Context: an optimization exercise on an open-source flow, tuned for small area. The choices shown serve that exercise and are no tape-out recipe.
Where RTL was checked, it was by simulation tests only, not by an equivalence proof against the original.
The RTL of runs 1 to 6 was laid out without a check of its function.
Power is estimated from default activity; no workload was simulated.

<file path="design.v">
module PSEC6_spi (
    input logic rstn,  
    input logic spi_clk,
    input logic pico,
    input logic cs,  
    input logic trigger_in,  
    input logic [7:0] poci_ch,  
    input logic [7:0] stop_request,
    output logic poci,
    output logic trigger_out,
    output logic [7:0] test_point_control,  
    output logic clk_enable,
    output logic [5:0] vco_digital_band,  
    output logic [4:0] ref_clk_tgate_control,  
    output logic slow_mode,  
    output logic pfd_switch,  
    output logic pll_switch,  
    output logic [7:0] lpf_resistor_sel,  
    output logic [1:0] mode,  
    output logic [7:0] disc_polarity,  
    output logic [2:0] select_reg,  
    output logic inst_rst,  
    output logic inst_readout,  
    output logic inst_start  
);
    logic full_rstn;
    assign full_rstn = cs & rstn;
    logic [7:0] sr;       
    logic [3:0] cnt;      
    logic       past8;    
    logic [6:0] addr;     
    logic       wr_q;     
    logic       rd0;      
    logic       is_write;
    logic [7:0] r_vco, r_mask, r_inst, r_mode, r_pol, r_ref, r_slow, r_pfd, r_pll, r_tpc, r_lpf;
    always_ff @(posedge spi_clk) begin
        sr <= {sr[6:0], pico};
        wr_q <= is_write;    
    end
    logic byte_end;    
    logic addr_byte;   
    assign byte_end  = (cnt[2:0] == 3'd0) & (past8 | cnt[3]);
    assign addr_byte = cnt[3] & (~past8 | wr_q);
    always_ff @(posedge spi_clk or negedge full_rstn) begin
        if (!full_rstn) begin
            cnt <= '0;
            past8 <= 1'b0;
        end
        else begin
            cnt <= cnt + 4'd1;
            if (cnt == 4'd8) past8 <= 1'b1;
        end
    end
    always_ff @(posedge spi_clk) begin
        if (byte_end) begin
            if (addr_byte) addr <= sr[6:0];
            else if (!wr_q) addr <= addr + 7'd1;
        end
    end
    always_ff @(negedge spi_clk or negedge full_rstn) begin
        if (!full_rstn) begin
            is_write <= 1'b0;
        end
        else if ((cnt[2:0] == 3'd0) & cnt[3] & (~past8 | is_write)) begin
            is_write <= sr[7];
        end
    end
    logic we;
    assign we = is_write & (cnt == 4'd0) & past8;
    localparam logic [7:0] RV_VCO  = 8'h3f;
    localparam logic [7:0] RV_MASK = 8'hff;
    localparam logic [7:0] RV_MODE = 8'h03;
    localparam logic [7:0] RV_POL  = 8'hff;
    localparam logic [7:0] RV_REF  = 8'h04;
    localparam logic [7:0] RV_PFD  = 8'h01;
    localparam logic [7:0] RV_LPF  = 8'h1f;
    logic [7:0] x_vco, x_mask, x_mode, x_pol, x_ref, x_pfd, x_lpf;
    always_ff @(negedge spi_clk or negedge rstn) begin
        if (!rstn) begin
            x_vco  <= '0;
            x_mask <= '0;
            x_mode <= '0;
            x_pol  <= '0;
            x_ref  <= '0;
            r_slow <= '0;
            x_pfd  <= '0;
            r_pll  <= '0;
            r_tpc  <= '0;
            x_lpf  <= '0;
        end
        else if (we) begin
            if (addr == 7'd1)  x_vco  <= sr ^ RV_VCO;
            if (addr == 7'd2)  x_mask <= sr ^ RV_MASK;
            if (addr == 7'd4)  x_mode <= sr ^ RV_MODE;
            if (addr == 7'd5)  x_pol  <= sr ^ RV_POL;
            if (addr == 7'd6)  x_ref  <= sr ^ RV_REF;
            if (addr == 7'd7)  r_slow <= sr;
            if (addr == 7'd8)  x_pfd  <= sr ^ RV_PFD;
            if (addr == 7'd9)  r_pll  <= sr;
            if (addr == 7'd10) r_tpc  <= sr;
            if (addr == 7'd11) x_lpf  <= sr ^ RV_LPF;
        end
    end
    assign r_vco  = x_vco  ^ RV_VCO;
    assign r_mask = x_mask ^ RV_MASK;
    assign r_mode = x_mode ^ RV_MODE;
    assign r_pol  = x_pol  ^ RV_POL;
    assign r_ref  = x_ref  ^ RV_REF;
    assign r_pfd  = x_pfd  ^ RV_PFD;
    assign r_lpf  = x_lpf  ^ RV_LPF;
    always_ff @(negedge spi_clk or negedge full_rstn) begin
        if (!full_rstn) begin
            r_inst <= 8'h00;
        end
        else if (we & (addr == 7'd3)) begin
            r_inst <= sr;
        end
    end
    logic clk_enable_rstn;
    assign clk_enable_rstn = rstn & ~trigger_in;
    always_ff @(negedge spi_clk or negedge clk_enable_rstn) begin
        if (!clk_enable_rstn) begin
            clk_enable <= 1'b0;
        end
        else if (we & (addr == 7'd3) & (sr[1:0] == 2'd3)) begin
            clk_enable <= 1'b1;
        end
    end
    logic [7:0] rdata;
    logic [10:0] rsel;
    always_comb begin
        for (int i = 0; i < 11; i++) rsel[i] = (addr == 7'(i + 1));
        rdata = ({8{rsel[0]}} & r_vco) | ({8{rsel[1]}} & r_mask) | ({8{rsel[2]}} & r_inst)
              | ({8{rsel[3]}} & r_mode) | ({8{rsel[4]}} & r_pol) | ({8{rsel[5]}} & r_ref)
              | ({8{rsel[6]}} & r_slow) | ({8{rsel[7]}} & r_pfd) | ({8{rsel[8]}} & r_pll)
              | ({8{rsel[9]}} & r_tpc) | ({8{rsel[10]}} & r_lpf);
    end
    always_ff @(posedge spi_clk) begin
        rd0 <= rdata[0];
    end
    logic poci_spi;
    always_comb begin
        if (!past8) poci_spi = 1'b0;
        else if (is_write & ((cnt - 4'd1) < 4'd8)) poci_spi = 1'b0;
        else if (cnt[2:0] == 3'd0) poci_spi = rd0;
        else poci_spi = rdata[3'd0 - cnt[2:0]];
    end
    logic in_ch;
    logic [2:0] ch;
    logic [2:0] ch_idx;
    always_comb begin
        ch = 3'd0;
        if (addr >= 7'd19) ch = 3'd1;
        if (addr >= 7'd26) ch = 3'd2;
        if (addr >= 7'd33) ch = 3'd3;
        if (addr >= 7'd40) ch = 3'd4;
        if (addr >= 7'd47) ch = 3'd5;
        if (addr >= 7'd54) ch = 3'd6;
        if (addr >= 7'd61) ch = 3'd7;
    end
    assign in_ch = past8 & (addr >= 7'd12) & (addr <= 7'd67);
    assign ch_idx = addr[2:0] + 3'd4 + ch;
    assign select_reg = in_ch ? ch_idx : 3'd7;
    assign poci = in_ch ? poci_ch[ch] : poci_spi;
    assign vco_digital_band = r_vco[5:0];
    assign mode = r_mode[1:0];
    assign disc_polarity = r_pol;
    assign slow_mode = r_slow[0];
    assign pfd_switch = r_pfd[0];
    assign pll_switch = r_pll[0];
    assign test_point_control = r_tpc;
    assign lpf_resistor_sel = r_lpf;
    assign trigger_out = |(stop_request & r_mask);
    assign inst_rst     = (r_inst[1:0] == 2'd1);
    assign inst_readout = (r_inst[1:0] == 2'd2);
    assign inst_start   = (r_inst[1:0] == 2'd3);
    always_comb begin
        if (!rstn) ref_clk_tgate_control = 5'b00010;
        else begin
            case (r_ref[2:0])
                3'd0: ref_clk_tgate_control = 5'b00001;
                3'd2: ref_clk_tgate_control = 5'b00100;
                3'd3: ref_clk_tgate_control = 5'b01000;
                3'd4: ref_clk_tgate_control = 5'b10000;
                default: ref_clk_tgate_control = 5'b00010;
            endcase
        end
    end
endmodule
</file>
<file path="flow/run.sh">
#!/bin/bash
# The standard layout, with three changes:
#  - the standard synthesis's combinational logic is re-mapped by ABC for area (registers are
#    kept as the standard synthesis made them); several ABC runs are tried and the smallest kept,
#  - each port gets the smallest buffer,
#  - the clock tree uses small clock buffers and no dummy loads,
#  - after synthesis the resizer may use only small buffers.
set -euo pipefail
W=$(pwd)
R=$W/orfs/results/$FLOW_PLATFORM/PSEC6_spi/base
LIB=$FLOW_HOME/platforms/$FLOW_PLATFORM/lib/sky130_fd_sc_hd__tt_025C_1v80.lib
YOSYS=$FLOW_HOME/../tools/install/yosys/bin/yosys
[[ -x $YOSYS ]] || YOSYS=yosys
NJ=${NUM_CORES:-4}

export BUFFER_PORTS_ARGS="-buffer_cell sky130_fd_sc_hd__buf_1"
export REMOVE_ABC_BUFFERS=1
export CTS_ARGS="-sink_clustering_enable -repair_clock_nets -dont_use_dummy_load -buf_list {sky130_fd_sc_hd__clkbuf_4 sky130_fd_sc_hd__clkbuf_8}"

bash standard.sh synth > synth.log 2>&1

DONT="$(grep -o 'sky130_fd_sc_hd__\(probe\|lpflow\)[a-z0-9_]*' $FLOW_HOME/platforms/$FLOW_PLATFORM/config.mk | sort -u | sed 's/^/-dont_use /' | tr '\n' ' ')"
for c in buf_2 buf_4 buf_6 buf_8 buf_12 buf_16 inv_2 inv_4 inv_6 inv_8 inv_12 inv_16; do DONT="$DONT -dont_use sky130_fd_sc_hd__$c"; done
DONT="$DONT -dont_use *clkbuf* -dont_use *clkinv* -dont_use *dly* -dont_use *bufbuf* -dont_use *bufinv*"
cp $R/1_2_yosys.v $W/std_1_2_yosys.v

mkdir -p $W/remap
# candidate ABC scripts: plain area mapping, and deep AIG synthesis with several seeds
printf 'strash\ndch\namap\n' > $W/remap/c0.abc
for s in 0 1 2 3 4 5 6 7; do
  printf 'strash\n&get -n\n&deepsyn -T 30 -S %d\n&put\ndch -f\namap -A 50 -F 4 -C 2000\n' $s > $W/remap/c$((s+1)).abc
done
run_one() {
  local n=$1
  sed -e "s#@LIB@#$LIB#g" -e "s#@IN@#$W/std_1_2_yosys.v#" -e "s#@OUT@#$W/remap/$n.v#" -e "s#@TOP@#$FLOW_TOP#" \
      -e "s#@DONTUSE@#$DONT#" -e "s#@SCRIPT@#$W/remap/$n.abc#" flow/remap.ys.in > $W/remap/$n.ys
  $YOSYS -s $W/remap/$n.ys > $W/remap/$n.log 2>&1 || true
}
i=0
for f in $W/remap/c*.abc; do
  n=$(basename $f .abc)
  run_one $n &
  i=$((i+1))
  if (( i % NJ == 0 )); then wait; fi
done
wait
best=""; besta=""
for f in $W/remap/c*.log; do
  n=$(basename $f .log)
  a=$(grep "Chip area for module" $f | tail -1 | awk '{print $NF}')
  [[ -n "$a" && -s $W/remap/$n.v ]] || continue
  echo "$n $a" >> $W/remap/areas.txt
  if [[ -z "$besta" ]] || awk -v a=$a -v b=$besta 'BEGIN{exit !(a<b)}'; then best=$n; besta=$a; fi
done
echo "best $best $besta" >> $W/remap/areas.txt
cp $W/remap/$best.v $R/1_2_yosys.v
rm -f $R/1_synth.odb $R/1_synth.sdc

# after synthesis, keep the resizer to small buffers
export DONT_USE_CELLS="sky130_fd_sc_hd__buf_4 sky130_fd_sc_hd__buf_6 sky130_fd_sc_hd__buf_8 sky130_fd_sc_hd__buf_12 sky130_fd_sc_hd__buf_16"
bash standard.sh > standard.log 2>&1
</file>
<file path="flow/remap.ys.in">
# Re-map the standard synthesis's combinational logic for area; registers are kept as they are.
read_liberty -ignore_miss_func @LIB@
blackbox sky130_fd_sc_hd__df* sky130_fd_sc_hd__sdf* sky130_fd_sc_hd__edf* sky130_fd_sc_hd__sedf* sky130_fd_sc_hd__dl* sky130_fd_sc_hd__conb_1
read_verilog @IN@
hierarchy -top @TOP@
flatten
opt_clean -purge
stat
abc -liberty @LIB@ @DONTUSE@ -script @SCRIPT@
opt_clean -purge
hilomap -singleton -hicell sky130_fd_sc_hd__conb_1 HI -locell sky130_fd_sc_hd__conb_1 LO
insbuf -buf sky130_fd_sc_hd__buf_1 A X
splitnets
opt_clean -purge
rename -hide w:*.*
rename -enumerate -pattern rmw_% w:*
rename -enumerate -pattern rmc_% c:*
check
stat -liberty @LIB@
write_verilog -noattr -noexpr -nohex -nodec @OUT@
</file>
<file path="standard.sh">
#!/bin/bash
# synth_recipe.tcl (not shown) runs the flow's synth.tcl, then flattens the netlist and writes it again
# the make line also repeats each setting of config.mk as NAME=value (left out here)
make -C /OpenROAD-flow-scripts/flow DESIGN_CONFIG=/design/flow/config.mk WORK_HOME=/design/flow/orfs CLKGATE_MAP_FILE= SYNTH_SCRIPT=/design/flow/synth_recipe.tcl "${@:-finish}"
</file>
<file path="config.mk">
export PLATFORM = sky130hd
export DESIGN_NAME = PSEC6_spi
export DESIGN_NICKNAME = PSEC6_spi
export VERILOG_FILES = /design/flow/design.v
export SDC_FILE = /design/flow/constraint.sdc
export NUM_CORES = 4
export LEC_CHECK = 0
export CAP_MARGIN = 20
export CORE_MARGIN = 2
export CORE_UTILIZATION = 40
export GPL_TIMING_DRIVEN = 0
export SLEW_MARGIN = 20
</file>
<file path="constraint.sdc">
create_clock -name core_clock -period 25.0 [get_ports {spi_clk}]
set_input_delay 5.0000 -clock core_clock [delete_from_list [all_inputs] [get_ports {spi_clk}]]
set_output_delay 5.0000 -clock core_clock [all_outputs]
set_load 0.01 [all_outputs]
</file>
==> impl_metrics.yaml, run 1 <==
timing:
  rsz0062_at_grt: "no"
  max-slew-margin-rel: 0.268
  fin_skew_ns: 0.0330
  tightest_slew_ns: 1.09
  setup_viol: 0
  finalHoldViolCount: 0
  tns_ns: 0
  drv_slew: 0
routing:
  via_per_inst: 5.81
  drt_iter0_drc: 487
  ant_nets: 0
  drt-total-wl_um: 14500
  via_count: 4393
  wl_per_cell_um: 19.1
  drc: 0
  first_pass_iters: 6
critical_path:
  start_kind: "flop"
  crit_type: "flop to output pin"
  path_max_fanout: 4
  arrival_ns: 14.85
  required_ns: 20.00
  cp-end-kind: "output pin"
logic_synthesis:
  syn_inst: 536
  synth_warnings: 1
  syn_area_per_cell_um2: 9.15
  netlist_area_um2: 4900
power_and_ir_drop:
  p_int_uw: 223
  power_frac_seq: 0.649
  p_sw_uw: 66.9
  pwr-share-clk: 0.296
  p_leak_uw: 0.00237
  p_sw_frac: 0.231
  pwr_density_cell_nw_per_um2: 52.2
  p_comb_frac: 0.055
  ir_worst_vdd_v: 0.0000243
cts:
  cts_tree: "built"
  post-cts-setup-buffers: 0
  cts_num_sinks: 112
  clk_latency_ns: 0.37
  cts.hold.buffers_added: 0
  cts_resized: 0
  root_buffer: "clkbuf_8"
  h-tree-depth: 3
  clockBufferDepth: 2
  clk_pin_slew_ns: 0.09
  cts_made_buffers: 9
status:
  status: "timing/DRC/antenna clean"
cells_and_area:
  fillCellCount: 1210
  num_antenna_cells: 0
  final_cell_area_um2: 5560
  layout-drive-gt1-share: 0.0361
  multiInputGateArea_um2: 1760
  layout.nets: 632
  syn2layout_area_growth_pct: 13.4
  regArea_um2: 2790
placed_design:
  dpl-instance-area_um2: 5430
  gp_congestion: 0.976
  dp_hpwl_um: 10900
  io_buffers: 69
floorplanning:
  rows: 40
  die_area_um2: 13200
  start_util: 0.408
  ios: 70
  core_um2: 12000
  die_w_um: 115
  dieHeight_um: 115
grt:
  grt_overflow: 0
  grt_max_degree: 26
  grt_pass1_vias: 4065
  grt.total_usage: 0.225
  grt_first_pass_wirelength_um: 22400
  antenna_found_initial: 0
run:
  maxCapViolations: 0
min_path:
  min_path_type: "flop to flop"
==> final timing paths <==
check	from	cells past startpoint	end	slack, ns
max	r_inst[1]$_DFFE_NN0P_	9	poci	5.15
min	sr[6]$_DFF_P_	0	sr[7]$_DFF_P_	0.41
max reg2reg	addr[5]$_DFFE_PP_	7	x_ref[1]$_DFFE_NN0P_	9.21
min reg2reg	sr[6]$_DFF_P_	0	sr[7]$_DFF_P_	0.41
max in group asynchronous	rstn	3	r_inst[2]$_DFFE_NN0P_	6.71
min in group asynchronous	cs	2	past8$_DFFE_PN0N_	4.80
==> routing by layer <==
| metal | wire, um | up-vias | global-route usage |
|---|---|---|---|
| li1 | - | 2047 | - |
| met1 | 6410 | 2164 | 0.316 |
| met2 | 6910 | 152 | 0.361 |
| met3 | 769 | 30 | 0.0259 |
| met4 | 364 | 0 | 0.0884 |
| met5 | 0 | - | 0 |
==> cell usage in the layout (no fill, tap or decap), drive strengths merged, types with 2 or more instances in the layout <==
cell,n
a222oi,15
nand3,5
a2111oi,3
nand4,2
a31oi,3
o22ai,51
a21oi,61
nor3,8
edfxtp,7
nand2,19
clkbuf,9
dfxtp,10
dfrtp,5
or3,2
a32oi,2
o211ai,2
a32o,2
buf,75
inv,91
a22oi,3
nor2,103
o2111ai,3
o32ai,2
dfrtn,90
a221oi,5
o21ai,17
o221ai,4
==> sequential cells by signal, indices dropped and copies added (netlist names) <==
register	flops
x_pol	8
x_pfd	8
r_slow	8
r_inst	8
r_pll	8
cnt	4
x_lpf	8
wr_q	1
x_mask	8
clk_enable	1
is_write	1
x_vco	8
x_mode	8
sr	8
r_tpc	8
rd0	1
past8	1
x_ref	8
addr	7
==> metrics by stage <==
step                      power, uW  hold WS [ns]  utilization  worst slack (ns)  cells
final                           290         0.407        0.463              5.15    756
after global routing            301         0.413        0.463              4.98    756
after CTS                       292         0.404        0.463              5.18    756
after detailed placement        208         0.392        0.452              5.59    747
after global placement          206         0.388        0.442              2.34    741
after floorplan                 198         0.365            -              5.98    525
==> critical path: stages, from the launching register on <==
cell	delay (ns)
dfrtn_1	0.41
inv_1	0.10
o22ai_1	0.20
a2111oi_0	0.10
a32oi_1	0.24
nor2_1	0.05
a31oi_1	0.18
nor2_1	0.06
o41ai_1	0.44
buf_1	0.21
==> layout make-up <==
cell class / count / area share
Sequential cell: 112 / 0.501
Inverter: 91 / 0.0614
Clock buffer: 9 / 0.0223
Tap cell: 147 / 0.0331
Timing Repair Buffer: 75 / 0.0657
Multi-Input combinational cell: 322 / 0.316
==> power by group through the flow <==
| stage | clock network [uW] | logic, uW | registers [uW] |
|---|---|---|---|
| global route | 95.0 | 17.9 | 188 |
| finish | 85.7 | 16.0 | 188 |
| floorplan | 0 | 7.14 | 191 |
| detailed placement | 0 | 16.1 | 192 |
| CTS | 88.2 | 16.2 | 188 |
| global placement | 0 | 14.1 | 192 |
==> run 2: changes to the inputs <==
--- a/flow/run.sh
+++ b/flow/run.sh
@@ -6,3 +6,4 @@
 #  - the clock tree uses small clock buffers and no dummy loads,
-#  - after synthesis the resizer may use only small buffers.
+#  - the reset input's ~90 loads are split among a few small buffers up front, so the resizer
+#    does not build a chain of large buffers for it.
 set -euo pipefail
@@ -55,7 +56,5 @@
 echo "best $best $besta" >> $W/remap/areas.txt
-cp $W/remap/$best.v $R/1_2_yosys.v
+python3 flow/fanout.py $W/remap/$best.v $R/1_2_yosys.v rstn:24 sky130_fd_sc_hd__buf_2 > $W/remap/fanout.log 2>&1
 rm -f $R/1_synth.odb $R/1_synth.sdc
 
-# after synthesis, keep the resizer to small buffers
-export DONT_USE_CELLS="sky130_fd_sc_hd__buf_4 sky130_fd_sc_hd__buf_6 sky130_fd_sc_hd__buf_8 sky130_fd_sc_hd__buf_12 sky130_fd_sc_hd__buf_16"
 bash standard.sh > standard.log 2>&1
==> flow/fanout.py (new file) <==
#!/usr/bin/env python3
"""Split the loads of high-fanout nets of a yosys-written netlist among small buffers.

usage: fanout.py IN.v OUT.v NET:GROUP[,NET:GROUP...] BUFCELL
Each listed net's load pins (one '.PIN(net)' connection per line, as yosys writes them) are
split, in netlist order, into groups of at most GROUP loads, each driven by its own BUFCELL
whose input is the original net."""
import re, sys

src, dst, spec, cell = sys.argv[1:5]
lines = open(src).read().split('\n')
out_mod_end = max(i for i, l in enumerate(lines) if l.strip() == 'endmodule')
extra_decl, extra_inst = [], []
for item in spec.split(','):
    net, group = item.split(':')
    group = int(group)
    pat = re.compile(r'^(\s*\.\w+\()' + re.escape(net) + r'(\)\,?\s*)$')
    loads = [i for i, l in enumerate(lines) if pat.match(l)]
    # skip connections that are outputs of cells (drivers) -- a port net has none
    if len(loads) <= group:
        continue
    ngroups = (len(loads) + group - 1) // group
    per = (len(loads) + ngroups - 1) // ngroups
    for g in range(ngroups):
        bn = f'{net}_fo{g}'
        extra_decl.append(f'  wire {bn};')
        extra_inst.append(f'  {cell} {bn}_buf (\n    .A({net}),\n    .X({bn})\n  );')
        for i in loads[g * per:(g + 1) * per]:
            lines[i] = pat.sub(lambda m: m.group(1) + bn + m.group(2), lines[i])
# declarations go right after the module header's port list ends (first line ending with ');')
hdr = next(i for i, l in enumerate(lines) if l.rstrip().endswith(');'))
lines = lines[:hdr + 1] + extra_decl + lines[hdr + 1:out_mod_end] + extra_inst + lines[out_mod_end:]
open(dst, 'w').write('\n'.join(lines))
==> run 2 against run 1 <==
Against the previous run:
- critical path depth is the same
- setup slack better by 0.0033 ns
- critical endpoint unchanged
- global-route usage fell by 0.10 points
- non-clock buffer count shrank 1
- clock skew is 0.0033 ns higher
- first-iteration DRC count is 13% lower
==> impl_metrics.yaml, run 2 <==
power_and_ir_drop:
  p_sw_frac: 0.230
  ir_worst_vdd_v: 0.0000239
  p_int_uw: 222
  p_sw_uw: 66.6
  pwr-share-clk: 0.296
  p_comb_frac: 0.053
  p_leak_uw: 0.00235
  pwr_density_cell_nw_per_um2: 52.4
  power_frac_seq: 0.651
floorplanning:
  ios: 70
  dieHeight_um: 115
  rows: 40
  core_um2: 12000
  start_util: 0.410
  die_w_um: 115
  die_area_um2: 13200
logic_synthesis:
  syn_area_per_cell_um2: 9.12
  synth_warnings: 1
  syn_inst: 540
  netlist_area_um2: 4920
placed_design:
  dp_hpwl_um: 10800
  gp_congestion: 0.974
  dp_cells: 746
  io_buffers: 69
routing:
  drt_iter0_drc: 424
  via_count: 4339
  drt-total-wl_um: 14400
  drc: 0
  ant_nets: 0
  first_pass_iters: 6
  via_per_inst: 5.75
  wl_per_cell_um: 19.1
critical_path:
  path_common_cell: "nor2_1"
  slowest_stage: "o41ai_1"
  required_ns: 20.00
  path_max_fanout: 4
  cpPeakStageDelay_ns: 0.47
  cp-end-kind: "output pin"
  crit_family: "compound AO/OA/AOI/OAI gates"
  path_cells: "inv_1 > o22ai_1 > a2111oi_0 > a32oi_1 > nor2_1 > a31oi_1 > nor2_1 > o41ai_1 > buf_1"
  start_kind: "flop"
  path_buf_inv: 2
  crit_type: "flop to output pin"
  arrival_ns: 14.84
grt:
  grt_pass1_vias: 4204
  antenna_found_initial: 0
  grt_overflow: 0
  grt_max_degree: 34
  grt.total_usage: 0.224
  grt_first_pass_wirelength_um: 22400
cts:
  clk_latency_ns: 0.37
  cts_made_buffers: 9
  cts.hold.buffers_added: 0
  clk_pin_slew_ns: 0.10
  h-tree-depth: 3
  clockBufferDepth: 2
  post-cts-setup-buffers: 0
  cts_tree: "built"
  cts_resized: 0
  cts_num_sinks: 112
  root_buffer: "clkbuf_8"
cells_and_area:
  num_antenna_cells: 0
  layout-drive-gt1-share: 0.0329
  layout.cells.non_filler: 755
  final_common_cell: "nor2_1"
  syn2layout_area_growth_pct: 12.0
  layout.nets: 631
  layout_common_cells: "nor2_1, inv_1, dfrtn_1, buf_1, a21oi_1"
timing:
  rsz0062_at_grt: "no"
  setup_viol: 0
  tightest_slew_ns: 1.05
  finalHoldViolCount: 0
  tns_ns: 0
  max-slew-margin-rel: 0.294
  drv_slew: 0
  fin_skew_ns: 0.0363
min_path:
  min_path_type: "flop to flop"
run:
  maxCapViolations: 0
status:
  status: "timing/DRC/antenna clean"
-- run 2: layout make-up --
| cell class | count | area, um^2 |
|---|---|---|
| well taps | 147 | 184 |
| multi-input cells | 322 | 1750 |
| clock buffers | 9 | 124 |
| flip-flops and latches | 112 | 2790 |
| inverters | 91 | 342 |
| fillers | 1181 | 6500 |
| repair buffers | 74 | 323 |
-- run 2: per-stage QoR --
stage	area, um^2	setup WS [ns]	hold slack, ns	total power, uW	util
floorplan	4860	5.98	0.365	198	-
global placement	5300	2.35	0.391	206	0.442
detailed placement	5390	5.59	0.390	207	0.449
CTS	5510	5.19	0.410	291	0.459
global route	5510	4.96	0.421	300	0.459
finish	5510	5.16	0.408	289	0.459
-- run 2: final timing paths --
check                                       from                     to  slack [ns]  cells after the start
hold / removal                     sr[6]$_DFF_P_          sr[7]$_DFF_P_        0.41                      0
setup / recovery           r_inst[1]$_DFFE_NN0P_                   poci        5.16                      9
max in group asynchronous                   rstn  r_inst[7]$_DFFE_NN0P_        6.61                      3
setup reg to reg               addr[3]$_DFFE_PP_  r_inst[1]$_DFFE_NN0P_        9.34                      9
hold reg to reg                    sr[6]$_DFF_P_          sr[7]$_DFF_P_        0.41                      0
min in group asynchronous                     cs      past8$_DFFE_PN0N_        4.87                      2
-- run 2: power by group through the flow --
stage	registers [uW]	logic, uW	clock network [uW]
detailed placement	192	15.3	0
global route	188	17.2	94.6
CTS	188	15.4	87.2
global placement	192	14.1	0
floorplan	191	7.14	0
finish	188	15.3	85.7
-- run 2: routing by layer --
layer,wire (um),track usage,vias up
li1,-,-,2035
met1,6310,0.306,2100
met2,6900,0.364,183
met3,925,0.0438,21
met4,278,0.0699,0
met5,0,0,-
==> run 3: changes to the inputs <==
--- a/flow/run.sh
+++ b/flow/run.sh
@@ -17,3 +17,3 @@
 export BUFFER_PORTS_ARGS="-buffer_cell sky130_fd_sc_hd__buf_1"
-export REMOVE_ABC_BUFFERS=1
+export REMOVE_ABC_BUFFERS=0
 export CTS_ARGS="-sink_clustering_enable -repair_clock_nets -dont_use_dummy_load -buf_list {sky130_fd_sc_hd__clkbuf_4 sky130_fd_sc_hd__clkbuf_8}"
==> run 3 against run 2 <==
Against the previous run:
- still clean on timing, DRC and antenna
- register-to-register slack improved by 0.12 ns
- count of clock-buffer cells in the layout unchanged
- sequential power about the same
- highest routed layer unchanged
- synthesized cell count unchanged
- setup slack got worse by 0.0087 ns
- combinational power about the same
==> impl_metrics.yaml, run 3 <==
status:
  status: "timing/DRC/antenna clean"
logic_synthesis:
  syn_area_per_cell_um2: 9.12
  synth_warnings: 1
  netlist_area_um2: 4920
  syn_inst: 540
power_and_ir_drop:
  pwr-share-clk: 0.301
  pwr_density_cell_nw_per_um2: 52.5
  power_frac_seq: 0.648
  p_leak_uw: 0.00235
  p_sw_frac: 0.236
  p_int_uw: 222
  ir_worst_vdd_v: 0.0000281
  p_comb_frac: 0.051
  p_sw_uw: 68.5
grt:
  grt.total_usage: 0.234
  grt_pass1_vias: 4088
  grt_max_degree: 22
  grt_first_pass_wirelength_um: 23100
  grt_overflow: 0
  antenna_found_initial: 0
floorplanning:
  dieHeight_um: 115
  core_um2: 12000
  die_w_um: 115
  ios: 70
  die_area_um2: 13200
  rows: 40
  start_util: 0.410
run:
  maxCapViolations: 0
critical_path:
  rr_startpoint: "addr[3]$_DFFE_PP_"
  crit_type: "flop to output pin"
  arrival_ns: 14.85
  path_max_fanout: 3
  cp-end-kind: "output pin"
  required_ns: 20.00
  rr_worst_depth: 8
  rrSetupSlack_ns: 9.46
  r2r-end: "r_inst[4]$_DFFE_NN0P_"
  start_kind: "flop"
routing:
  drt-total-wl_um: 15100
  drt_iter0_drc: 486
  via_per_inst: 5.76
  via_count: 4417
  wl_per_cell_um: 19.7
  first_pass_iters: 7
  drc: 0
  ant_nets: 0
timing:
  holdWs_ns: 0.413
  drv_slew: 0
  setup_viol: 0
  tns_ns: 0
  fin_skew_ns: 0.0360
  finalHoldViolCount: 0
  rsz0062_at_grt: "no"
  max-slew-margin-rel: 0.318
  tightest_slew_ns: 1.02
cts:
  cts_made_buffers: 9
  clockBufferDepth: 2
  cts_resized: 0
  clk_latency_ns: 0.38
  clk_pin_slew_ns: 0.10
  cts_tree: "built"
  root_buffer: "clkbuf_8"
  post-cts-setup-buffers: 0
  cts.hold.buffers_added: 0
  cts_num_sinks: 112
  h-tree-depth: 3
cells_and_area:
  layout.nets: 643
  final_common_cell: "nor2_1"
  fillCellCount: 1211
  layout_common_cells: "nor2_1, inv_1, dfrtn_1, buf_1, a21oi_1"
  final_cell_area_um2: 5530
  syn2layout_area_growth_pct: 12.4
  layout-drive-gt1-share: 0.0355
  num_antenna_cells: 0
  multiInputGateArea_um2: 1760
  regArea_um2: 2790
placed_design:
  gp_congestion: 0.961
  io_buffers: 68
  dpl-instance-area_um2: 5410
  dp_hpwl_um: 11200
min_path:
  holdPathStages: 0
  min_to: "sr[7]$_DFF_P_"
  min_path_type: "flop to flop"
  min-delay-start: "sr[6]$_DFF_P_"
## run 3: power groups by stage
stage          Sequential (uW)  Clock (uW)  Combinational (uW)
2_1_floorplan              190           0                9.40
3_3_place_gp               192           0                14.5
3_5_place_dp               192           0                15.0
4_1_cts                    188        90.0                15.1
5_1_grt                    189        97.1                16.7
6_report                   188        87.3                15.0
## run 3: cell type report
class | count | share of cell area
well taps | 147 | 0.0332
inverters | 91 | 0.0617
multi-input cells | 322 | 0.318
flip-flops and latches | 112 | 0.504
repair buffers | 71 | 0.0502
clock buffers | 9 | 0.0224
plain buffers | 15 | 0.0111
## run 3: per-stage QoR
stage               instances  power, uW  worst slack (ns)  utilization
global route              767        302              5.13        0.461
floorplan                 540        200              5.98            -
CTS                       767        293              5.17        0.460
finish                    767        291              5.15        0.461
detailed placement        758        207              5.60        0.450
global placement          755        206              5.54        0.446
## run 3: metal layers
metal | share of wire | GRT usage | wire length [um]
met5 | 0 | 0 | 0
met4 | 0.029 | 0.0916 | 441
met3 | 0.063 | 0.0369 | 950
met2 | 0.45 | 0.360 | 6860
met1 | 0.45 | 0.334 | 6850
## run 3: worst max path at each step
stage	startpoint	end	slack, ns	cells after the start
5_1_grt	x_lpf[4]$_DFFE_NN0P_	poci	5.13	6
3_3_place_gp	x_lpf[4]$_DFFE_NN0P_	poci	5.54	6
6_report	x_lpf[4]$_DFFE_NN0P_	poci	5.15	6
3_5_place_dp	x_lpf[4]$_DFFE_NN0P_	poci	5.60	6
4_1_cts	x_lpf[4]$_DFFE_NN0P_	poci	5.17	6
2_1_floorplan	r_inst[1]$_DFFE_NN0P_	poci	5.98	8
## run 3: worst max-delay path: stages, from the launching register on
cell,delay (ns)
dfrtn_1,0.39
inv_1,0.08
a222oi_1,0.31
o21ai_0,0.20
a2111oi_0,0.64
o41ai_1,0.23
buf_1,0.16
==> run 4: changes to the inputs <==
--- a/flow/remap.ys.in
+++ b/flow/remap.ys.in
@@ -6,2 +6,3 @@
 flatten
+rename -hide w:* i:* o:* %u %d
 opt_clean -purge
==> run 4 against run 3 <==
Against the previous run:
- critical path type unchanged
- routed wire length shrank 0.77%
- power decreased by 0.37%
- critical path depth stayed put
- synthesized cell count decreased by 2.0%
- critical endpoint unchanged
- setup slack worse by 0.077 ns
- design area down 0.79%
- combinational power about the same
- synthesized area is 0.84% lower
- register-to-register slack got worse by 0.20 ns
- largest cell class unchanged
- via count fell by 1.6%
- clock skew is 0.012 ns higher
- non-clock buffer count shrank 11
==> impl_metrics.yaml, run 4 <==
logic_synthesis:
  syn_area_per_cell_um2: 9.23
  netlist_area_um2: 4880
  syn_inst: 529
  synth_warnings: 1
critical_path:
  path_max_fanout: 3
  required_ns: 20.00
  cp-end-kind: "output pin"
  arrival_ns: 14.93
  start_kind: "flop"
  crit_type: "flop to output pin"
run:
  maxCapViolations: 0
min_path:
  min_path_type: "flop to flop"
floorplanning:
  rows: 40
  core_um2: 12000
  ios: 70
  die_area_um2: 13100
  dieHeight_um: 114
  start_util: 0.408
  die_w_um: 114
grt:
  grt_overflow: 0
  antenna_found_initial: 0
  grt_pass1_vias: 4174
  grt_use_met3: 0.0397
  met1_usage: 0.341
  grt_first_pass_wirelength_um: 23300
  grt.met2_usage: 0.366
  grt_max_degree: 22
  grt.total_usage: 0.239
  busiest_layer: "met2"
placed_design:
  gp_congestion: 0.963
  dpl-instance-area_um2: 5370
  dp_hpwl_um: 11100
  dp_cells: 747
  io_buffers: 68
cells_and_area:
  layout.cells.non_filler: 756
  fin_util: 0.459
  layout_common_cells: "nor2_1, inv_1, dfrtn_1, buf_1, a21oi_1"
  num_antenna_cells: 0
  final_cell_area_um2: 5490
  layout.nets: 632
  syn2layout_area_growth_pct: 12.5
  layout-drive-gt1-share: 0.0345
  final_common_cell: "nor2_1"
routing:
  wl_per_cell_um: 19.8
  via_count: 4346
  drc: 0
  ant_nets: 0
  first_pass_iters: 5
  via_per_inst: 5.75
  drt_iter0_drc: 411
  drt-total-wl_um: 15000
timing:
  max-slew-margin-rel: 0.244
  tightest_slew_ns: 1.13
  rsz0062_at_grt: "no"
  tns_ns: 0
  drv_slew: 0
  setup_viol: 0
  fin_skew_ns: 0.0481
  finalHoldViolCount: 0
cts:
  root_buffer: "clkbuf_8"
  cts.hold.buffers_added: 0
  cts_made_buffers: 9
  post-cts-setup-buffers: 0
  clk_latency_ns: 0.38
  clockBufferDepth: 2
  clk_pin_slew_ns: 0.11
  cts_resized: 0
  h-tree-depth: 3
  cts_tree: "built"
  cts_num_sinks: 112
power_and_ir_drop:
  design_power_total_uw: 289
  p_leak_uw: 0.00234
  pwr_density_cell_nw_per_um2: 52.7
  ir_worst_vdd_v: 0.0000264
status:
  status: "timing/DRC/antenna clean"
-- run 4: final timing paths --
path                            slack [ns]  cells after the start                    end                  from
min in group asynchronous             4.79                      2      past8$_DFFE_PN0N_                    cs
worst min register to register        0.40                      0          sr[7]$_DFF_P_         sr[6]$_DFF_P_
worst min-delay path                  0.40                      0          sr[7]$_DFF_P_         sr[6]$_DFF_P_
max in group asynchronous             6.67                      3  r_inst[1]$_DFFE_NN0P_                  rstn
worst max-delay path                  5.07                      6                   poci  x_lpf[4]$_DFFE_NN0P_
worst max register to register        9.26                      7   x_ref[0]$_DFFE_NN0P_     addr[5]$_DFFE_PP_
-- run 4: power by group --
part / internal [uW] / total, uW / switching [uW]
Combinational: 4.10 / 14.8 / 10.7
Clock: 32.5 / 86.2 / 53.7
Sequential: 185 / 188 / 3.07
Total: 222 / 289 / 67.4
-- run 4: final cells by class --
cell class                 count  area, um^2
multi-input combinational    322        1750
clock buffer                   9         124
timing repair buffer          71         278
fill                        1180        6470
sequential                   112        2790
inverter                      91         342
tap                          147         184
buffer                         4        20.0
-- run 4: critical path, cell delays in order (launching register included) --
cell       delay (ns)
dfrtn_1          0.39
inv_1            0.08
a222oi_1         0.33
o21ai_0          0.22
a2111oi_0        0.65
o41ai_1          0.24
buf_1            0.17
-- run 4: metal layers --
layer,part of all wire,vias up
li1,-,2041
met4,0.027,0
met5,0,-
met2,0.46,172
met3,0.074,24
met1,0.44,2109
-- run 4: through the flow --
| step | hold WS [ns] | setup WS, ns |
|---|---|---|
| floorplan | 0.365 | 5.98 |
| global placement | 0.398 | 5.54 |
| CTS | 0.409 | 5.15 |
| global route | 0.430 | 5.02 |
| detailed placement | 0.389 | 5.58 |
| finish | 0.401 | 5.07 |
==> run 5: changes to the inputs <==
--- a/flow/run.sh
+++ b/flow/run.sh
@@ -18,3 +18,3 @@
 export REMOVE_ABC_BUFFERS=0
-export CTS_ARGS="-sink_clustering_enable -repair_clock_nets -dont_use_dummy_load -buf_list {sky130_fd_sc_hd__clkbuf_4 sky130_fd_sc_hd__clkbuf_8}"
+export CTS_ARGS="-repair_clock_nets -dont_use_dummy_load -buf_list {sky130_fd_sc_hd__clkbuf_8}"
 
==> run 5 against run 4 <==
Against the previous run:
- synthesized area unchanged
- clock power about the same
- combinational power about the same
- clock skew unchanged
- still clean on timing, DRC and antenna
- flip-flop and latch count unchanged
- power unchanged
- count of clock-buffer cells in the layout unchanged
- critical path type unchanged
- hold slack unchanged
- global-route usage unchanged
- synthesized cell count unchanged
==> impl_metrics.yaml, run 5 <==
grt:
  grt_max_degree: 22
  busiest_layer: "met2"
  antenna_found_initial: 0
  grt.met2_usage: 0.366
  grt.total_usage: 0.239
  grt_pass1_vias: 4174
  grt_overflow: 0
  grt_first_pass_wirelength_um: 23300
  grt_use_met3: 0.0397
  met1_usage: 0.341
routing:
  wl_per_cell_um: 19.8
  first_pass_iters: 5
  drt_iter0_drc: 411
  drc: 0
  via_per_inst: 5.75
  drt-total-wl_um: 15000
  ant_nets: 0
  via_count: 4346
cells_and_area:
  num_antenna_cells: 0
  final_cell_area_um2: 5490
  layout_common_cells: "nor2_1, inv_1, dfrtn_1, buf_1, a21oi_1"
  layout.nets: 632
  fillCellCount: 1180
  layout-drive-gt1-share: 0.0345
  syn2layout_area_growth_pct: 12.5
  final_common_cell: "nor2_1"
cts:
  h-tree-depth: 3
  cts_resized: 0
  clk_pin_slew_ns: 0.11
  cts_made_buffers: 9
  clockBufferDepth: 2
  clk_latency_ns: 0.38
  post-cts-setup-buffers: 0
  cts.hold.buffers_added: 0
  root_buffer: "clkbuf_8"
  cts_num_sinks: 112
  cts_tree: "built"
power_and_ir_drop:
  power_frac_seq: 0.651
  pwr_density_cell_nw_per_um2: 52.7
  p_comb_frac: 0.051
  p_leak_uw: 0.00234
  p_sw_frac: 0.233
  p_int_uw: 222
  ir_worst_vdd_v: 0.0000264
  p_sw_uw: 67.4
  pwr-share-clk: 0.298
critical_path:
  path_buf_inv: 2
  crit_family: "compound AO/OA/AOI/OAI gates"
  arrival_ns: 14.93
  cp-end-kind: "output pin"
  rrSetupSlack_ns: 9.26
  start_kind: "flop"
  path_max_fanout: 3
  cpPeakStageDelay_ns: 0.65
  r2r-end: "x_ref[0]$_DFFE_NN0P_"
  rr_worst_depth: 7
  rr_startpoint: "addr[5]$_DFFE_PP_"
  slowest_stage: "a2111oi_0"
  required_ns: 20.00
  path_cells: "inv_1 > a222oi_1 > o21ai_0 > a2111oi_0 > o41ai_1 > buf_1"
  crit_type: "flop to output pin"
floorplanning:
  dieHeight_um: 114
  die_w_um: 114
  start_util: 0.408
  die_area_um2: 13100
  rows: 40
  ios: 70
  core_um2: 12000
placed_design:
  io_buffers: 68
  dpl-instance-area_um2: 5370
  gp_congestion: 0.963
  dp_hpwl_um: 11100
min_path:
  min-delay-start: "sr[6]$_DFF_P_"
  holdPathStages: 0
  min_path_type: "flop to flop"
  min_to: "sr[7]$_DFF_P_"
timing:
  setup_viol: 0
  tightest_slew_ns: 1.13
  tns_ns: 0
  fin_skew_ns: 0.0481
  holdWs_ns: 0.401
  drv_slew: 0
  rsz0062_at_grt: "no"
  finalHoldViolCount: 0
  max-slew-margin-rel: 0.244
logic_synthesis:
  synth_warnings: 1
  syn_area_per_cell_um2: 9.23
  netlist_area_um2: 4880
  syn_inst: 529
run:
  maxCapViolations: 0
status:
  status: "timing/DRC/antenna clean"
==> run 5: metrics by stage <==
| stage | instances | power, uW | utilization | setup slack, ns |
|---|---|---|---|---|
| finish | 756 | 289 | 0.459 | 5.07 |
| detailed placement | 747 | 207 | 0.449 | 5.58 |
| CTS | 756 | 292 | 0.459 | 5.15 |
| floorplan | 529 | 200 | - | 5.98 |
| global placement | 744 | 206 | 0.445 | 5.54 |
| global route | 756 | 301 | 0.459 | 5.02 |
==> run 5: worst max-delay path by stage <==
stage,cells past startpoint,start,slack (ns),endpoint
floorplan,7,r_tpc[3]$_DFFE_NN0P_,5.98,poci
global placement,6,x_lpf[4]$_DFFE_NN0P_,5.54,poci
detailed placement,6,x_lpf[4]$_DFFE_NN0P_,5.58,poci
CTS,6,x_lpf[4]$_DFFE_NN0P_,5.15,poci
global route,6,x_lpf[4]$_DFFE_NN0P_,5.02,poci
finish,6,x_lpf[4]$_DFFE_NN0P_,5.07,poci
==> run 5: layout make-up <==
| class | count | area [um^2] | area share |
|---|---|---|---|
| timing repair buffer | 71 | 278 | 0.0506 |
| tap | 147 | 184 | 0.0335 |
| multi-input combinational | 322 | 1750 | 0.320 |
| sequential | 112 | 2790 | 0.508 |
| clock buffer | 9 | 124 | 0.0226 |
| inverter | 91 | 342 | 0.0622 |
| buffer | 4 | 20.0 | 0.00365 |
==> run 5: per-layer routing <==
| metal | wire, um | part of all wire | up-vias |
|---|---|---|---|
| li1 | - | - | 2041 |
| met1 | 6610 | 0.44 | 2109 |
| met2 | 6860 | 0.46 | 172 |
| met3 | 1110 | 0.074 | 24 |
| met4 | 405 | 0.027 | 0 |
| met5 | 0 | 0 | - |
==> run 5: power by group through the flow <==
| stage | Sequential [uW] | Combinational [uW] | Clock, uW |
|---|---|---|---|
| 3_5_place_dp | 192 | 14.9 | 0 |
| 3_3_place_gp | 192 | 14.5 | 0 |
| 5_1_grt | 189 | 16.7 | 95.8 |
| 6_report | 188 | 14.8 | 86.2 |
| 2_1_floorplan | 190 | 9.26 | 0 |
| 4_1_cts | 188 | 15.0 | 88.8 |
==> run 6: changes to the inputs <==
--- a/flow/run.sh
+++ b/flow/run.sh
@@ -18,3 +18,3 @@
 export REMOVE_ABC_BUFFERS=0
-export CTS_ARGS="-repair_clock_nets -dont_use_dummy_load -buf_list {sky130_fd_sc_hd__clkbuf_8}"
+export CTS_ARGS="-sink_clustering_enable -sink_clustering_size 30 -sink_clustering_max_diameter 400 -sink_clustering_levels 1 -repair_clock_nets -dont_use_dummy_load -buf_list {sky130_fd_sc_hd__clkbuf_16}"
 
==> run 6 against run 5 <==
Against the previous run:
- power grew 12%
- critical endpoint unchanged
- still clean on timing, DRC and antenna
- synthesized cell count is the same
- clock skew shrank 0.033 ns
- routed wire length shrank 0.15%
- largest cell class unchanged
- register-to-register slack is essentially flat
- synthesized area is the same
- utilization grew 0.85 points
- flip-flop and latch count is the same
==> impl_metrics.yaml, run 6 <==
status:
  status: "timing/DRC/antenna clean"
logic_synthesis:
  syn_inst: 529
  synth_warnings: 1
  syn_area_per_cell_um2: 9.23
  netlist_area_um2: 4880
timing:
  setup_viol: 0
  finalHoldViolCount: 0
  tns_ns: 0
  tightest_slew_ns: 1.12
  max-slew-margin-rel: 0.248
  rsz0062_at_grt: "no"
  holdWs_ns: 0.399
  fin_skew_ns: 0.0151
  drv_slew: 0
placed_design:
  io_buffers: 68
  gp_congestion: 0.963
  dp_cells: 747
  dp_hpwl_um: 11100
critical_path:
  crit_family: "compound AO/OA/AOI/OAI gates"
  rr_startpoint: "addr[5]$_DFFE_PP_"
  path_cells: "inv_1 > a222oi_1 > o21ai_0 > a2111oi_0 > o41ai_1 > buf_1"
  cp-end-kind: "output pin"
  path_max_fanout: 3
  slowest_stage: "a2111oi_0"
  required_ns: 20.00
  arrival_ns: 14.88
  rrSetupSlack_ns: 9.26
  crit_type: "flop to output pin"
  path_buf_inv: 2
  start_kind: "flop"
  rr_worst_depth: 7
  r2r-end: "x_ref[2]$_DFFE_NN0P_"
  cpPeakStageDelay_ns: 0.63
floorplanning:
  rows: 40
  die_area_um2: 13100
  start_util: 0.408
  core_um2: 12000
  ios: 70
  die_w_um: 114
  dieHeight_um: 114
min_path:
  min-delay-start: "sr[6]$_DFF_P_"
  min_path_type: "flop to flop"
  min_to: "sr[7]$_DFF_P_"
  holdPathStages: 0
routing:
  drt_iter0_drc: 392
  first_pass_iters: 6
  wl_per_cell_um: 19.8
  ant_nets: 0
  via_per_inst: 5.75
  via_count: 4350
  drc: 0
  drt-total-wl_um: 15000
cells_and_area:
  syn2layout_area_growth_pct: 14.5
  num_antenna_cells: 0
  fillCellCount: 1166
  layout_common_cells: "nor2_1, inv_1, dfrtn_1, buf_1, a21oi_1"
  layout-drive-gt1-share: 0.0345
  layout.cells.non_filler: 756
  final_common_cell: "nor2_1"
  layout.nets: 632
cts:
  h-tree-depth: 3
  cts_num_sinks: 112
  clockBufferDepth: 2
  clk_pin_slew_ns: 0.07
  cts.hold.buffers_added: 0
  root_buffer: "clkbuf_16"
  clk_latency_ns: 0.35
  cts_tree: "built"
  cts_resized: 0
  cts_made_buffers: 9
  post-cts-setup-buffers: 0
power_and_ir_drop:
  ir_worst_vdd_v: 0.0000335
  p_leak_uw: 0.00239
  pwr_density_cell_nw_per_um2: 57.9
  design_power_total_uw: 324
grt:
  antenna_found_initial: 0
  grt.total_usage: 0.238
  grt_overflow: 0
  grt_max_degree: 22
  grt_first_pass_wirelength_um: 23300
  grt_pass1_vias: 4172
run:
  maxCapViolations: 0
==> run 6: metrics by stage <==
stage,worst slack [ns],util,instance area [um^2]
5_1_grt,5.03,0.467,5590
6_report,5.12,0.467,5590
3_5_place_dp,5.58,0.449,5370
4_1_cts,5.17,0.467,5590
2_1_floorplan,5.98,-,4880
3_3_place_gp,5.54,0.445,5320
==> run 6: worst max-delay path by stage <==
stage	to	cells after the start	slack (ns)	start
global route	poci	6	5.03	x_lpf[4]$_DFFE_NN0P_
CTS	poci	6	5.17	x_lpf[4]$_DFFE_NN0P_
global placement	poci	6	5.54	x_lpf[4]$_DFFE_NN0P_
finish	poci	6	5.12	x_lpf[4]$_DFFE_NN0P_
floorplan	poci	7	5.98	r_tpc[3]$_DFFE_NN0P_
detailed placement	poci	6	5.58	x_lpf[4]$_DFFE_NN0P_
==> run 6: power breakdown <==
part	internal, uW	switching [uW]
Clock	63.7	56.5
Combinational	4.10	10.8
Sequential	186	3.11
Total	253	70.4
==> run 6: layer usage <==
metal	GRT usage	part of all wire	up-vias
met5	0	0	-
met1	0.339	0.45	2106
met4	0.0837	0.025	0
li1	-	-	2047
met3	0.0455	0.064	22
met2	0.365	0.46	175
==> run 6: cell type report <==
type / instances / area, um^2 / share of cell area
Multi-Input combinational cell: 322 / 1750 / 0.314
Timing Repair Buffer: 71 / 278 / 0.0497
Sequential cell: 112 / 2790 / 0.499
Buffer: 4 / 20.0 / 0.00358
Inverter: 91 / 342 / 0.0611
Clock buffer: 9 / 225 / 0.0403
Tap cell: 147 / 184 / 0.0329
==> run 7: changes to the inputs <==
--- a/design.v
+++ b/design.v
@@ -47,2 +47,3 @@
             past8 <= 1'b0;
+            addr <= '0;
         end
@@ -51,8 +52,6 @@
             if (cnt == 4'd8) past8 <= 1'b1;
-        end
-    end
-    always_ff @(posedge spi_clk) begin
-        if (byte_end) begin
-            if (addr_byte) addr <= sr[6:0];
-            else if (!wr_q) addr <= addr + 7'd1;
+            if (byte_end) begin
+                if (addr_byte) addr <= sr[6:0];
+                else if (!wr_q) addr <= addr + 7'd1;
+            end
         end
@@ -160,3 +159,3 @@
     end
-    assign in_ch = past8 & (addr >= 7'd12) & (addr <= 7'd67);
+    assign in_ch = (addr >= 7'd12) & (addr <= 7'd67);
     assign ch_idx = addr[2:0] + 3'd4 + ch;
--- a/flow/run.sh
+++ b/flow/run.sh
@@ -18,3 +18,3 @@
 export REMOVE_ABC_BUFFERS=0
-export CTS_ARGS="-sink_clustering_enable -sink_clustering_size 30 -sink_clustering_max_diameter 400 -sink_clustering_levels 1 -repair_clock_nets -dont_use_dummy_load -buf_list {sky130_fd_sc_hd__clkbuf_16}"
+export CTS_ARGS="-sink_clustering_enable -repair_clock_nets -dont_use_dummy_load -buf_list {sky130_fd_sc_hd__clkbuf_4 sky130_fd_sc_hd__clkbuf_8}"
 
==> run 7 against run 6 <==
Against the previous run:
- combinational power rose to 5.3 times the previous value
- largest power group unchanged
- critical path type unchanged
- synthesized cell count decreased by 0.57%
- via count increased by 0.71%
- design area fell by 2.8%
- count of clock-buffer cells in the layout stayed put
==> impl_metrics.yaml, run 7 <==
cts:
  cts_tree: "built"
  cts_resized: 0
  clk_latency_ns: 0.40
  clockBufferDepth: 2
  cts_made_buffers: 9
  h-tree-depth: 3
  cts_num_sinks: 112
  root_buffer: "clkbuf_8"
  cts.hold.buffers_added: 0
  post-cts-setup-buffers: 0
  clk_pin_slew_ns: 0.12
floorplanning:
  ios: 70
  dieHeight_um: 114
  core_um2: 11900
  die_w_um: 114
  die_area_um2: 13000
  rows: 40
  start_util: 0.407
cells_and_area:
  layout_common_cells: "nor2_1, dfrtn_1, inv_1, buf_1, o22ai_1"
  layout.nets: 627
  num_antenna_cells: 0
  final_cell_area_um2: 5430
  multiInputGateArea_um2: 1770
  regArea_um2: 2750
  layout-drive-gt1-share: 0.0265
  final_common_cell: "nor2_1"
  fillCellCount: 1232
  syn2layout_area_growth_pct: 11.9
grt:
  grt_overflow: 0
  antenna_found_initial: 0
  grt_pass1_vias: 4268
  grt.total_usage: 0.247
  grt_max_degree: 22
  grt_first_pass_wirelength_um: 23800
routing:
  ant_nets: 0
  drt_iter0_drc: 415
  via_count: 4381
  drt-total-wl_um: 15300
  drc: 0
  via_per_inst: 5.83
  first_pass_iters: 5
  wl_per_cell_um: 20.4
power_and_ir_drop:
  ir_worst_vdd_v: 0.0000447
  pwr_density_cell_nw_per_um2: 66.4
  design_power_total_uw: 361
  p_leak_uw: 0.00237
placed_design:
  dp_hpwl_um: 11100
  io_buffers: 68
  pre_cts_ws_ns: 5.47
  gp_congestion: 0.872
  dpl-instance-area_um2: 5310
critical_path:
  arrival_ns: 15.02
  required_ns: 20.00
  start_kind: "flop"
  crit_type: "flop to output pin"
  cpPeakStageDelay_ns: 0.74
  slowest_stage: "a2111oi_0"
  path_cells: "o22ai_1 > a2111oi_0 > a211oi_1 > o41ai_1 > a222oi_1 > o32ai_1 > buf_1"
  cp-end-kind: "output pin"
  path_max_fanout: 3
timing:
  max-slew-margin-rel: 0.262
  layout_setup_ws_ns: 4.98
  setup_viol: 0
  fin_skew_ns: 0.0635
  rsz0062_at_grt: "no"
  tightest_slew_ns: 1.10
  finalHoldViolCount: 0
  drv_slew: 0
  tns_ns: 0
logic_synthesis:
  syn_inst: 526
  netlist_area_um2: 4850
  syn_area_per_cell_um2: 9.22
  synth_warnings: 1
min_path:
  min_path_type: "flop to flop"
run:
  maxCapViolations: 0
status:
  status: "timing/DRC/antenna clean"
-- run 7: worst paths after layout --
path / from / end / slack (ns) / depth (start not counted)
setup / recovery: x_ref[1]$_DFFE_NN0P_ / poci / 4.98 / 7
hold / removal: sr[6]$_DFF_P_ / sr[7]$_DFF_P_ / 0.42 / 0
setup reg to reg: addr[0]$_DFFE_PN0P_ / x_vco[0]$_DFFE_NN0P_ / 9.22 / 8
hold reg to reg: sr[6]$_DFF_P_ / sr[7]$_DFF_P_ / 0.42 / 0
max in group asynchronous: rstn / is_write$_DFFE_NN0P_ / 6.79 / 4
min in group asynchronous: cs / cnt[0]$_DFF_PN0_ / 4.62 / 2
-- run 7: worst max-delay path: cells and delay by family, from the launching register on --
| family | cells | cell delay [ns] |
|---|---|---|
| flops | 1 | 0.45 |
| compound gates | 6 | 1.52 |
| buf+inv | 1 | 0.19 |
-- run 7: through the flow --
stage,cells,util,hold slack (ns)
floorplan,526,-,0.365
global placement,741,0.444,0.412
detailed placement,742,0.445,0.409
CTS,751,0.456,0.427
global route,751,0.456,0.445
finish,751,0.456,0.424
-- run 7: layer usage --
| layer | share of wire | wire length (um) | global-route usage | up-vias |
|---|---|---|---|---|
| li1 | - | - | - | 2030 |
| met2 | 0.48 | 7300 | 0.392 | 167 |
| met4 | 0.021 | 324 | 0.0846 | 0 |
| met3 | 0.063 | 960 | 0.0498 | 20 |
| met5 | 0 | 0 | 0 | - |
| met1 | 0.44 | 6750 | 0.339 | 2164 |
-- run 7: cell type report --
type | count | area share
Sequential cell | 112 | 0.507
Multi-Input combinational cell | 327 | 0.326
Inverter | 83 | 0.0574
Timing Repair Buffer | 69 | 0.0491
Tap cell | 147 | 0.0339
Clock buffer | 9 | 0.0228
Buffer | 4 | 0.00369
-- run 7: report_power, final --
| group | switching [uW] | internal [uW] |
|---|---|---|
| clock network | 54.2 | 32.5 |
| registers | 8.48 | 186 |
| logic | 54.7 | 24.8 |
==> run 8: changes to the inputs <==
--- a/flow/run.sh
+++ b/flow/run.sh
@@ -28,10 +28,5 @@
 mkdir -p $W/remap
-# candidate ABC scripts: plain area mapping, and deep AIG synthesis with several seeds
-printf 'strash\ndch\namap\n' > $W/remap/c0.abc
-for s in 0 1 2 3 4 5 6 7; do
-  printf 'strash\n&get -n\n&deepsyn -T 30 -S %d\n&put\ndch -f\namap -A 50 -F 4 -C 2000\n' $s > $W/remap/c$((s+1)).abc
-done
-run_one() {
-  local n=$1
-  sed -e "s#@LIB@#$LIB#g" -e "s#@IN@#$W/std_1_2_yosys.v#" -e "s#@OUT@#$W/remap/$n.v#" -e "s#@TOP@#$FLOW_TOP#" \
+run_one() {  # run_one NAME INPUT: re-map INPUT with the ABC script remap/NAME.abc
+  local n=$1 in=$2
+  sed -e "s#@LIB@#$LIB#g" -e "s#@IN@#$in#" -e "s#@OUT@#$W/remap/$n.v#" -e "s#@TOP@#$FLOW_TOP#" \
       -e "s#@DONTUSE@#$DONT#" -e "s#@SCRIPT@#$W/remap/$n.abc#" flow/remap.ys.in > $W/remap/$n.ys
@@ -39,18 +34,35 @@
 }
-i=0
-for f in $W/remap/c*.abc; do
-  n=$(basename $f .abc)
-  run_one $n &
-  i=$((i+1))
-  if (( i % NJ == 0 )); then wait; fi
-done
-wait
-best=""; besta=""
-for f in $W/remap/c*.log; do
-  n=$(basename $f .log)
-  a=$(grep "Chip area for module" $f | tail -1 | awk '{print $NF}')
-  [[ -n "$a" && -s $W/remap/$n.v ]] || continue
-  echo "$n $a" >> $W/remap/areas.txt
-  if [[ -z "$besta" ]] || awk -v a=$a -v b=$besta 'BEGIN{exit !(a<b)}'; then best=$n; besta=$a; fi
-done
+run_round() {  # run_round INPUT NAME...: run each candidate, NUM_CORES at a time
+  local in=$1; shift
+  local i=0
+  for n in "$@"; do
+    run_one $n $in &
+    i=$((i+1))
+    if (( i % NJ == 0 )); then wait; fi
+  done
+  wait
+}
+pick_best() {  # pick_best NAME...: the candidate with the smallest cell area
+  best=""; besta=""
+  for n in "$@"; do
+    a=$(grep "Chip area for module" $W/remap/$n.log 2>/dev/null | tail -1 | awk '{print $NF}')
+    [[ -n "$a" && -s $W/remap/$n.v ]] || continue
+    echo "$n $a" >> $W/remap/areas.txt
+    if [[ -z "$besta" ]] || awk -v a=$a -v b=$besta 'BEGIN{exit !(a<b)}'; then best=$n; besta=$a; fi
+  done
+}
+deep() { printf 'strash\n&get -n\n&deepsyn -T 30 -S %d\n&put\ndch -f\namap -A 50 -F 4 -C 2000\n' $1; }
+
+# round 1, from the standard synthesis: plain area mapping, and deep AIG synthesis with 8 seeds
+printf 'strash\ndch\namap\n' > $W/remap/a0.abc
+names="a0"
+for s in 0 1 2 3 4 5 6 7; do deep $s > $W/remap/a$((s+1)).abc; names="$names a$((s+1))"; done
+run_round $W/std_1_2_yosys.v $names
+pick_best $names
+r1=$best; r1a=$besta
+# round 2, from round 1's best: 4 more seeds
+names2=""
+for s in 10 11 12 13; do deep $s > $W/remap/b$s.abc; names2="$names2 b$s"; done
+run_round $W/remap/$r1.v $names2
+pick_best $r1 $names2
 echo "best $best $besta" >> $W/remap/areas.txt
--- a/config.mk
+++ b/config.mk
@@ -9,4 +9,5 @@
 export CORE_MARGIN = 2
-export CORE_UTILIZATION = 40
+export CORE_UTILIZATION = 65
 export GPL_TIMING_DRIVEN = 0
+export PLACE_DENSITY = 0.8
 export SLEW_MARGIN = 20
==> run 8 against run 7 <==
Against the previous run:
- critical endpoint unchanged
- still clean
- final cell count shrank 5.5%
- combinational power is 12% higher
- routed wire length shrank 10%
- sequential share of layout area up 0.40 points
- design area down 0.78%
- count of clock-buffer cells in the layout is the same
- setup slack got worse by 0.058 ns
==> impl_metrics.yaml, run 8 <==
status:
  status: "timing/DRC/antenna clean"
routing:
  ant_nets: 0
  via_per_inst: 6.42
  via_count: 4559
  wl_per_cell_um: 19.4
  drt_iter0_drc: 450
  drc: 0
  drt-total-wl_um: 13800
  first_pass_iters: 5
critical_path:
  path_max_fanout: 3
  rr_startpoint: "addr[0]$_DFFE_PN0P_"
  r2r-end: "x_vco[5]$_DFFE_NN0P_"
  path_common_cell: "o22ai_1"
  arrival_ns: 15.08
  slowest_stage: "a2111oi_0"
  required_ns: 20.00
  cpPeakStageDelay_ns: 0.62
  path_cells: "inv_1 > o22ai_1 > o22ai_1 > a2111oi_0 > a31oi_1 > o311ai_0 > o41ai_1 > o2111ai_1 > o21ai_0 > buf_1"
  rr_worst_depth: 8
  cp-end-kind: "output pin"
  crit_type: "flop to output pin"
  start_kind: "flop"
  rrSetupSlack_ns: 9.16
cells_and_area:
  fillCellCount: 574
  layout-drive-gt1-share: 0.0278
  syn2layout_area_growth_pct: 10.8
  multiInputGateArea_um2: 1790
  layout.nets: 634
  regArea_um2: 2750
  final_common_cell: "nor2_1"
  num_antenna_cells: 0
  final_cell_area_um2: 5390
  layout_common_cells: "nor2_1, dfrtn_1, inv_1, buf_1, o22ai_1"
  layout.cells.non_filler: 710
  fin_util: 0.743
timing:
  tightest_slew_ns: 1.07
  drv_slew: 0
  max-slew-margin-rel: 0.284
  setup_viol: 0
  finalHoldViolCount: 0
  rsz0062_at_grt: "no"
  tns_ns: 0
  fin_skew_ns: 0.0384
cts:
  clk_latency_ns: 0.37
  h-tree-depth: 3
  post-cts-setup-buffers: 0
  cts_made_buffers: 9
  cts_num_sinks: 112
  cts.hold.buffers_added: 0
  cts_resized: 0
  clk_pin_slew_ns: 0.10
  clockBufferDepth: 2
  root_buffer: "clkbuf_8"
  cts_tree: "built"
placed_design:
  dp_hpwl_um: 9990
  io_buffers: 68
  dp_cells: 700
  gp_congestion: 0.948
  dpl-instance-area_um2: 5260
logic_synthesis:
  synth_warnings: 1
  syn_area_per_cell_um2: 9.14
  netlist_area_um2: 4860
  syn_inst: 532
floorplanning:
  die_area_um2: 8190
  start_util: 0.670
  dieHeight_um: 90.5
  die_w_um: 90.5
  core_um2: 7250
  rows: 31
  ios: 70
min_path:
  min-delay-start: "sr[6]$_DFF_P_"
  holdPathStages: 0
  min_to: "sr[7]$_DFF_P_"
  min_path_type: "flop to flop"
grt:
  antenna_found_initial: 0
  grt_max_degree: 22
  grt_overflow: 0
  grt_first_pass_wirelength_um: 22100
  grt_pass1_vias: 4404
  grt.total_usage: 0.346
power_and_ir_drop:
  ir_worst_vdd_v: 0.0000413
  p_leak_uw: 0.00238
  pwr_density_cell_nw_per_um2: 70.6
run:
  maxCapViolations: 0
==> run 8: where the power goes <==
group | switching [uW] | internal, uW
Combinational | 59.0 | 30.3
Clock | 53.5 | 32.5
Sequential | 12.0 | 193
Total | 125 | 256
==> run 8: area by class of cell <==
class | instances | area share
Timing Repair Buffer | 70 | 0.0508
Buffer | 4 | 0.00371
Tap cell | 99 | 0.0230
Sequential cell | 112 | 0.511
Inverter | 82 | 0.0571
Clock buffer | 9 | 0.0230
Multi-Input combinational cell | 334 | 0.332
==> run 8: per-stage QoR <==
stage | power, uW | hold WS [ns] | setup slack, ns
after floorplan | 266 | 0.365 | 5.94
after global placement | 292 | 0.382 | 5.12
after detailed placement | 295 | 0.386 | 5.55
after CTS | 378 | 0.402 | 4.98
after global routing | 397 | 0.415 | 4.91
final | 380 | 0.400 | 4.92
==> run 8: worst max-delay path by stage <==
stage / start / endpoint / slack (ns) / cells past startpoint
after floorplan: rstn / is_write$_DFFE_NN0P_ / 5.94 / 3
after global routing: x_pol[7]$_DFFE_NN0P_ / poci / 4.91 / 10
after CTS: x_pol[7]$_DFFE_NN0P_ / poci / 4.98 / 10
final: x_pol[7]$_DFFE_NN0P_ / poci / 4.92 / 10
after global placement: rstn / r_inst[4]$_DFFE_NN0P_ / 5.12 / 3
after detailed placement: x_pol[7]$_DFFE_NN0P_ / poci / 5.55 / 10
==> run 8: layer usage <==
| metal | vias to the layer above | share of wire | GRT usage |
|---|---|---|---|
| met5 | - | 0 | 0 |
| met4 | 0 | 0.035 | 0.168 |
| met3 | 44 | 0.092 | 0.0409 |
| met2 | 281 | 0.48 | 0.560 |
| met1 | 2182 | 0.39 | 0.470 |
| li1 | 2052 | - | - |
==> run 8: worst max-delay path: cells and delay by family, from the launching register on <==
kind | cells | cell delay [ns]
buffers and inverters | 2 | 0.20
AO/OA/AOI/OAI | 8 | 1.63
flip-flops | 1 | 0.39
